Source: an optimization exercise on an open RTL-to-GDS flow (aim: small area and a short achievable clock period). Production flows keep margins and buffers that such runs may drop. Only simulation tests tie the RTL to the original design; equivalence was not proved. No activity file was given, so power comes from the tool's default toggle rates.

[flow/design.v]
module CPU_EEPROM(clk, reset, PC, Data, Out, carry, parity, sign, zero);
input clk, reset;
output reg [12:0] PC;
input [7:0] Data;
output reg [7:0] Out;
output reg carry;	 
output reg parity;	 
output reg sign;	 
output reg zero;	 
reg update;
reg [7:0] A;
reg [7:0] B;
reg [7:0] C;
reg [12:0] Stack_mem [15:0];	 
reg [7:0] inst;
reg [3:0] SP;
always @(posedge clk)
begin
	if(!reset)
	begin
	update = 0;
	A = 8'b00000000;
	B = 8'b00000000;
	C = 8'b00000000;
	Out = 8'b00000000;
	carry = 0;
	parity <= 0;
	sign <= 0;
	zero <= 0;
	PC = 13'b0000000000000;
	SP = 4'b1111;
	end
	else
	begin
		if(!update)
			inst = Data;
		if(inst != 8'b11111111)
		begin
			if(!update)
				PC = PC + 1'b1;
			case(inst)
			8'b00000000: 
			begin
				{carry, A} = A + B;
				parity <= ~^A;
				sign <= A[7];
				zero <= ~| A;
			end
			8'b00000001: 
			begin
				{carry, A} = A + C;
				parity <= ~^A;
				sign <= A[7];
				zero <= ~| A;
			end
			8'b00000010: 
			begin
				if(update)
					begin
						Stack_mem[SP] = PC;
						{carry, A} = A + Data;
						parity <= ~^A;
						sign <= A[7];
						zero <= ~| A;
						update = 0;
					end
					else
					begin
						update = 1;
					end
			end
			8'b00000011: 
			begin
				A = A - B;
				carry = 0;
				parity <= ~^A;
				sign <= A[7];
				zero <= ~| A;
			end
			8'b00000100: 
			begin
				A = A - C;
				carry = 0;
				parity <= ~^A;
				sign <= A[7];
				zero <= ~| A;
			end
			8'b00000101: 
			begin
				if(update)
					begin
						Stack_mem[SP] = PC;
						A = A - Data;
						carry = 0;
						parity <= ~^A;
						sign <= A[7];
						zero <= ~| A;
						update = 0;
					end
					else
					begin
						update = 1;
					end
			end
			8'b00000110: 
			begin
				A = A | B;
				carry = 0;
				parity <= ~^A;
				sign <= A[7];
				zero <= ~| A;
			end
			8'b00000111: 
			begin
				A = A | C;
				carry = 0;
				parity <= ~^A;
				sign <= A[7];
				zero <= ~| A;
			end
			8'b00001000: 
			begin
				if(update)
					begin
						Stack_mem[SP] = PC;
						A = A | Data;
						carry = 0;
						parity <= ~^A;
						sign <= A[7];
						zero <= ~| A;
						update = 0;
					end
					else
					begin
						update = 1;
					end
			end
			8'b00001001: 
			begin
				A = A & B;
				carry = 0;
				parity <= ~^A;
				sign <= A[7];
				zero <= ~| A;
			end
			8'b00001010: 
			begin
				A = A & C;
				carry = 0;
				parity <= ~^A;
				sign <= A[7];
				zero <= ~| A;
			end
			8'b00001011: 
			begin
				if(update)
					begin
						Stack_mem[SP] = PC;
						A = A & Data;
						carry = 0;
						parity <= ~^A;
						sign <= A[7];
						zero <= ~| A;
						update = 0;
					end
					else
					begin
						update = 1;
					end
			end
			8'b00001100: 
			begin
				A = A ^ B;
				carry = 0;
				parity <= ~^A;
				sign <= A[7];
				zero <= ~| A;
			end
			8'b00001101: 
			begin
				A = A ^ C;
				carry = 0;
				parity <= ~^A;
				sign <= A[7];
				zero <= ~| A;
			end
			8'b00001110: 
			begin
				if(update)
					begin
						Stack_mem[SP] = PC;
						A = A ^ Data;
						carry = 0;
						parity <= ~^A;
						sign <= A[7];
						zero <= ~| A;
						update = 0;
					end
					else
					begin
						update = 1;
					end
			end
			8'b00001111:
			begin
				PC = {B[4:0], C};
			end
			8'b00010000:
			begin
				if(carry)
				begin
					PC = {B[4:0], C};
				end
			end
			8'b00010001:
			begin
				if(parity)
				begin
					PC = {B[4:0], C};
				end
			end
			8'b00010010:
			begin
				if(sign)
				begin
					PC = {B[4:0], C};
				end
			end
			8'b00010011:
			begin
				if(zero)
				begin
					PC = {B[4:0], C};
				end
			end
			8'b00010100:
			begin
				Stack_mem[SP] = PC;
				SP = SP - 1'b1;
				PC = {B[4:0], C};
			end
			8'b00010101:
			begin
				if(carry)
				begin
					Stack_mem[SP] = PC;
					SP = SP - 1'b1;
					PC = {B[4:0], C};
				end
			end
			8'b00010110:
			begin
				if(parity)
				begin
					Stack_mem[SP] = PC;
					SP = SP - 1'b1;
					PC = {B[4:0], C};
				end
			end
			8'b00010111:
			begin
				if(sign)
				begin
					Stack_mem[SP] = PC;
					SP = SP - 1'b1;
					PC = {B[4:0], C};
				end
			end
			8'b00011000:
			begin
				if(zero)
				begin
					Stack_mem[SP] = PC;
					SP = SP - 1'b1;
					PC = {B[4:0], C};
				end
			end
			8'b00011001:	
			begin
				SP = SP + 1'b1;
				PC = Stack_mem[SP];
			end
			8'b00011010:	
			begin
				A = {A[6:0], A[7]};
				carry = 0;
				parity <= ~^A;
				sign <= A[7];
				zero <= ~| A;
			end
			8'b00011011:	
			begin
				A = {A[0], A[7:1]};
				carry = 0;
				parity <= ~^A;
				sign <= A[7];
				zero <= ~| A;
			end
			8'b00011100:	
			begin
				Out = A;
			end
			8'b00011101:	
			begin
				{carry, A} = A + 1'b1;
				parity <= ~^A;
				sign <= A[7];
				zero <= ~| A;
			end
			8'b00011110:	
			begin
				B = B + 1'b1;
			end
			8'b00011111:	
			begin
				C = C + 1'b1;
			end
			8'b00100000:	
			begin
				A = A - 1'b1;
				carry = 0;
				parity <= ~^A;
				sign <= A[7];
				zero <= ~| A;
			end
			8'b00100001:	
			begin
				B = B - 1'b1;
			end
			8'b00100010:	
			begin
				C = C - 1'b1;
			end
			8'b00100011:	
			begin
				A = 0;
				carry = 0;
				parity <= 0;
				sign <= 0;
				zero <= 0;
			end
			8'b00100100:	
			begin
				B = 0;
			end
			8'b00100101:	
			begin
				C = 0;
			end
			8'b00100110:	
			begin
				A = ~A;
				carry = 0;
				parity <= ~^A;
				sign <= A[7];
				zero <= ~| A;
			end
			8'b00100111:	
			begin
				B = ~B;
			end
			8'b00101000:	
			begin
				C = ~C;
			end
			8'b00100110:	
			begin
				A = ~A;
				carry = 0;
				parity <= ~^A;
				sign <= A[7];
				zero <= ~| A;
			end
			8'b00100110:	
			begin
				A = ~A;
				carry = 0;
				parity <= ~^A;
				sign <= A[7];
				zero <= ~| A;
			end
			8'b00100110:	
			begin
				A = ~A;
				carry = 0;
				parity <= ~^A;
				sign <= A[7];
				zero <= ~| A;
			end
			8'b00101011:
			begin
				if(update)
					begin
						{carry, A} = A + Data;
						parity <= ~^A;
						sign <= A[7];
						zero <= ~| A;
						PC = PC + 1'b1;
						update = 0;
					end
					else
					begin
						update = 1;
					end
			end
			8'b00101100: 
			begin
				if(update)
					begin
						A = A - Data;
						carry = 0;
						parity <= ~^A;
						sign <= A[7];
						zero <= ~| A;
						PC = PC + 1'b1;
						update = 0;
					end
					else
					begin
						update = 1;
					end
			end
			8'b00101101: 
			begin
				if(update)
					begin
						A = A | Data;
						carry = 0;
						parity <= ~^A;
						sign <= A[7];
						zero <= ~| A;
						PC = PC + 1'b1;
						update = 0;
					end
					else
					begin
						update = 1;
					end
			end
			8'b00101110: 
			begin
				if(update)
					begin
						A = A & Data;
						carry = 0;
						parity <= ~^A;
						sign <= A[7];
						zero <= ~| A;
						PC = PC + 1'b1;
						update = 0;
					end
					else
					begin
						update = 1;
					end
			end
			8'b00101111: 
			begin
				if(update)
					begin
						A = A ^ Data;
						carry = 0;
						parity <= ~^A;
						sign <= A[7];
						zero <= ~| A;
						PC = PC + 1'b1;
						update = 0;
					end
					else
					begin
						update = 1;
					end
			end
			8'b00110000: 
			begin
				A = B;
				carry = 0;
				parity <= ~^A;
				sign <= A[7];
				zero <= ~| A;
			end
			8'b00110001: 
			begin
				B = C;
			end
			8'b00110010: 
			begin
				C = B;
			end
			8'b00110011: 
			begin
				A = C;
				carry = 0;
				parity <= ~^A;
				sign <= A[7];
				zero <= ~| A;
			end
			8'b00110100:
			begin
				if(update)
				begin
					A = Data;
					carry = 0;
					parity <= ~^A;
					sign <= A[7];
					zero <= ~| A;
					PC = PC + 1'b1;
					update = 0;
				end
				else
				begin
					update = 1;
				end
			end
			8'b00110101:
			begin
				if(update)
					begin
						B = Data;
						PC = PC + 1'b1;
						update = 0;
					end
					else
					begin
						update = 1;
					end
			end
			8'b00110110:
			begin
				if(update)
					begin
						C = Data;
						PC = PC + 1'b1;
						update = 0;
					end
					else
					begin
						update = 1;
					end
			end
			8'b00110111:	
			begin
				Stack_mem[SP] = A;
				SP = SP - 1'b1;
			end
			8'b00111000:	
			begin
				SP = SP + 1'b1;
				A = Stack_mem[SP];
			end
			8'b00111001:	
			begin
			end
			8'b00111010:
			begin
				Stack_mem[SP] = A;
				{A, B} = {B, A};
			end
			8'b00111011:
			begin
				Stack_mem[SP] = A;
				{A, C} = {C, A};
			end
			8'b00111100:
			begin
				Stack_mem[SP] = B;
				{B, C} = {C, B};
			end
			8'b00111101:
			begin
				A = {A[3:0], A[7:4]};
			end
			8'b00111110:
			begin
				B = {B[3:0], B[7:4]};
			end
			8'b00111111:
			begin
				C = {C[3:0], C[7:4]};
			end
			endcase
		end
	end
end
endmodule
[flow/run.sh]
#!/bin/bash
# synth_recipe.tcl (not shown) runs the flow's synth.tcl, then flattens the netlist and writes it again
# the make line also repeats each setting of config.mk as NAME=value (left out here)
make -C /OpenROAD-flow-scripts/flow DESIGN_CONFIG=/design/flow/config.mk WORK_HOME=/design/flow/orfs CLKGATE_MAP_FILE= SYNTH_SCRIPT=/design/flow/synth_recipe.tcl finish
[flow/config.mk]
export PLATFORM = sky130hd
export DESIGN_NAME = CPU_EEPROM
export DESIGN_NICKNAME = CPU_EEPROM
export VERILOG_FILES = /design/flow/design.v
export SDC_FILE = /design/flow/constraint.sdc
export NUM_CORES = 4
export LEC_CHECK = 0
export CAP_MARGIN = 20
export CORE_MARGIN = 2
export CORE_UTILIZATION = 40
export SLEW_MARGIN = 20
[flow/constraint.sdc]
create_clock -name core_clock -period 7.5 [get_ports {clk}]
set_input_delay 1.5000 -clock core_clock [delete_from_list [all_inputs] [get_ports {clk}]]
set_output_delay 1.5000 -clock core_clock [all_outputs]
set_load 0.01 [all_outputs]
==> run summary <==
* Status: timing/DRC/antenna clean
* IO Port Bufs at 34
* Post-synth net total at around 2300
* Crit path arrival time at between 6 and 7 ns
* Die X at between 200 and 250 microns
* DRT Pass-1 Iters at 9
* Root Buffer: clkbuf_16
* Max cap viols at 0
* Kind of critical path: input pin to flop
* CP max FO at 11
* Utilization after layout at 0.450
* GPL Wtd Cong at roughly 1.1
* Final setup skew at approximately 0.016 ns
* Post-CTS Setup Inserts at 0
* Max frequency at between 150 and 200 MHz
* Commonest non-fill, non-tap cell in the layout: edfxtp_1
* Final Cell Area at ~23000 sq um
* Final setup fails at 0
* Critical Path Start Type: input pin
* Final hold violations at 0
* CP endpoint kind: flop
* Ports at 35
* DR vias at between 15000 and 20000
* Synth Instances at 2131
* Final ANT Viol Nets at 0
* Die area at roughly 53000 sq um
* Fin nets at ~2400
* Worst R2R Setup Slack at 2.31 ns
* Synth Register Bits at 270
* Slew Viols, Final at 0
* # rows at 83
* Area added between synthesis and finish at 11.8%
* Post-Syn Area at slightly above 20000 sq um
* Slew @ Worst Pin at around 1.1 ns
* Initial Util at 0.403
* Vias in the first global route at about 18000
* Fin crit share at 0.779
* Core box area at between 50000 and 60000 sq um
* WL per Instance at approximately 32 microns
* Top layer in use: met5
* Clock Latency Late Sink at between 0.5 and 0.6 ns
* Min Tclk post-route at 5.84 ns
* Placed Area at 22000 sq um
* Syn Area/Cell at a little under 10 sq um
* Hold Path Class: flop to flop
* Post-cts gate resize count at 0
* CTS tree: yes
* Sequential share of the synthesized area at 0.369
* DRT met1 WL at slightly below 40000 microns
* Worst-case vdd ir drop at 0.269 mV
* Pwr dens at between 200 and 250 nW/um^2
* Required time of the worst setup path at 7.92 ns
* # DRC at 0
* Total Power at ~4.6 mW
* Die span in y at 231 microns
* Gr usage total at 0.337
* Commonest cells after routing, fill and taps aside: edfxtp_1 (216), ha_1 (193), nand2_1 (121)
* Largest net degree at the start of global routing at 56
* Clock buffer count from CTS at 29
* Antenna violations before repair at 2
* Synth async-reset ratio at 0
* CTS max path bufs at 3
* Synth cell types at slightly below 100
* Layout cells sized above 1 at 0.0972
* Rel. slew slack at 0.232
* WL met2 at approximately 38000 microns
* Fillers at 4873
* First-pass GRT wire length at between 100000 and 150000 microns
* Post-synth EDFFs at about 220
* Hold buffer count at cts at 0
* Total negative slack at 0 ns
* Clock-pin slew on the worst setup and hold paths at roughly 0.06 ns
* RSZ-0062 raised after global routing: no
* Met3 routed WL at ~12000 microns
* Dpl hpwl at 67000 microns
* Sink Count at 270
* Routed wire length at 91800 microns
* Post-synth top flop: edfxtp_1
* Synth warnings at 2
* DR iter-0 viols at about 3100
* CTS H-tree lvls at 1
* Grt ovf at 0
* Via-to-Cell Ratio at roughly 6.8
* P_leak at a little over 8 nW
-- sequential cells by signal (all words and copies together) (netlist names) --
| signal | count |
|---|---|
| A | 8 |
| B | 8 |
| C | 8 |
| Out | 8 |
| PC | 13 |
| SP | 4 |
| Stack_mem | 208 |
| carry | 1 |
| inst | 8 |
| parity | 1 |
| sign | 1 |
| update | 1 |
| zero | 1 |
-- through the flow --
step | hold WS [ns] | setup WS [ns] | std cells
floorplan | 0.498 | 2.52 | 2131
CTS | 0.483 | 1.93 | 2871
global route | 0.495 | 1.48 | 2871
global placement | 0.466 | 1.45 | 2818
detailed placement | 0.472 | 1.36 | 2818
finish | 0.477 | 1.66 | 2873
-- logic make-up (layout without fill, tap and decap cells) --
logic type,Yosys count,in the layout,synth area share
buffers and inverters,238,298,0.0458
xor gates and xnor gates,150,150,0.0640
and+or+nand+nor,582,582,0.151
other,0,2,0
AOI/OAI and AO/OA,682,682,0.241
muxes,6,6,0.00347
adders and majority gates,203,203,0.127
DFF,270,270,0.369
-- worst max-delay path, stage by stage --
cell and delay [ns]:
clkdlybuf4s50_1 0.78, inv_1 0.24, ha_1 0.56, inv_1 0.14, a21o_1 0.19, a21oi_1 0.23, o21bai_1 0.09, a21oi_1 0.18
xnor2_1 0.18, inv_1 0.07, ha_1 0.31, xnor2_1 0.20, xnor2_1 0.15, a22oi_1 0.20, o21ai_0 0.12, nor4_1 0.69
and4_1 0.33, a311oi_1 0.09
-- final timing paths --
path         startpoint      to  cells after the start
max             Data[2]  parity                     18
min              Out[2]  Out[2]                      2
max reg2reg      update   PC[0]                     10
min reg2reg      Out[2]  Out[2]                      2
-- per-layer routing --
layer  vias to the layer above  global-route usage
met1                      9666               0.495
met4                         2               0.114
met5                         -                   0
met3                       216              0.0841
li1                       8349                   -
met2                      1445               0.478
-- layout make-up --
cell class	count	area, sq um	area share
timing repair buffer	129	1050	0.0457
multi-input combinational	1623	12100	0.528
sequential	270	7570	0.330
clock inverter	21	198	0.00861
clock buffer	32	737	0.0321
antenna	2	5.00	0.000218
inverter	116	435	0.0190
tap	680	851	0.0371
-- power by group --
part / total, mW / switching, mW / leakage (nW) / internal [mW]
clock: 1.43 / 0.619 / 0.450 / 0.812
combinational: 1.51 / 0.953 / 5.39 / 0.561
sequential: 1.70 / 0.0444 / 2.48 / 1.65
-- cell usage after synthesis, drive strengths merged, types with 15 or more instances --
library cell / count / area share
a32oi: 25 / 0.011
inv: 112 / 0.020
edfxtp: 216 / 0.32
nand2: 121 / 0.022
a32o: 19 / 0.0093
nand2b: 15 / 0.0046
nor2: 113 / 0.021
a221o: 15 / 0.0073
dfxtp: 54 / 0.053
a31oi: 32 / 0.010
nand4: 47 / 0.014
buf: 30 / 0.0077
a22o: 23 / 0.0098
a22oi: 61 / 0.023
nor3: 52 / 0.014
a221oi: 40 / 0.017
xnor2: 116 / 0.049
xor2: 34 / 0.015
o21ai: 105 / 0.026
a21oi: 113 / 0.028
nand3: 79 / 0.019
ha: 195 / 0.12
a211oi: 30 / 0.011
and3: 25 / 0.0076
clkbuf: 92 / 0.017
o22ai: 55 / 0.019

## afterwards: timing with drivers on the ports
In the flow no input, the clock included, has a driving cell. The finished layout below was timed again as built, in two steps.
Step 1 sets driving cells, clkbuf_16 on the clock port and buf_2 on the other inputs (assumed; they add their load-dependent delay and slew).
Step 2, shift: input delay + t, output delay - t, t = (earliest + latest rising clock arrival at the registers) / 2. This alone moves slack from input paths to output paths.
Three values: ideal ports, drivers, drivers and shift; two values: the first two.
t, ns: 0.635
setup WS [ns]: 1.658 / 1.651 / 1.016
pins driven straight from the clock port: 1
After both steps setup and hold are still met in this run. For this run, drivers alone change the setup slack by -0.007 ns; drivers and shift together by -0.642 ns.
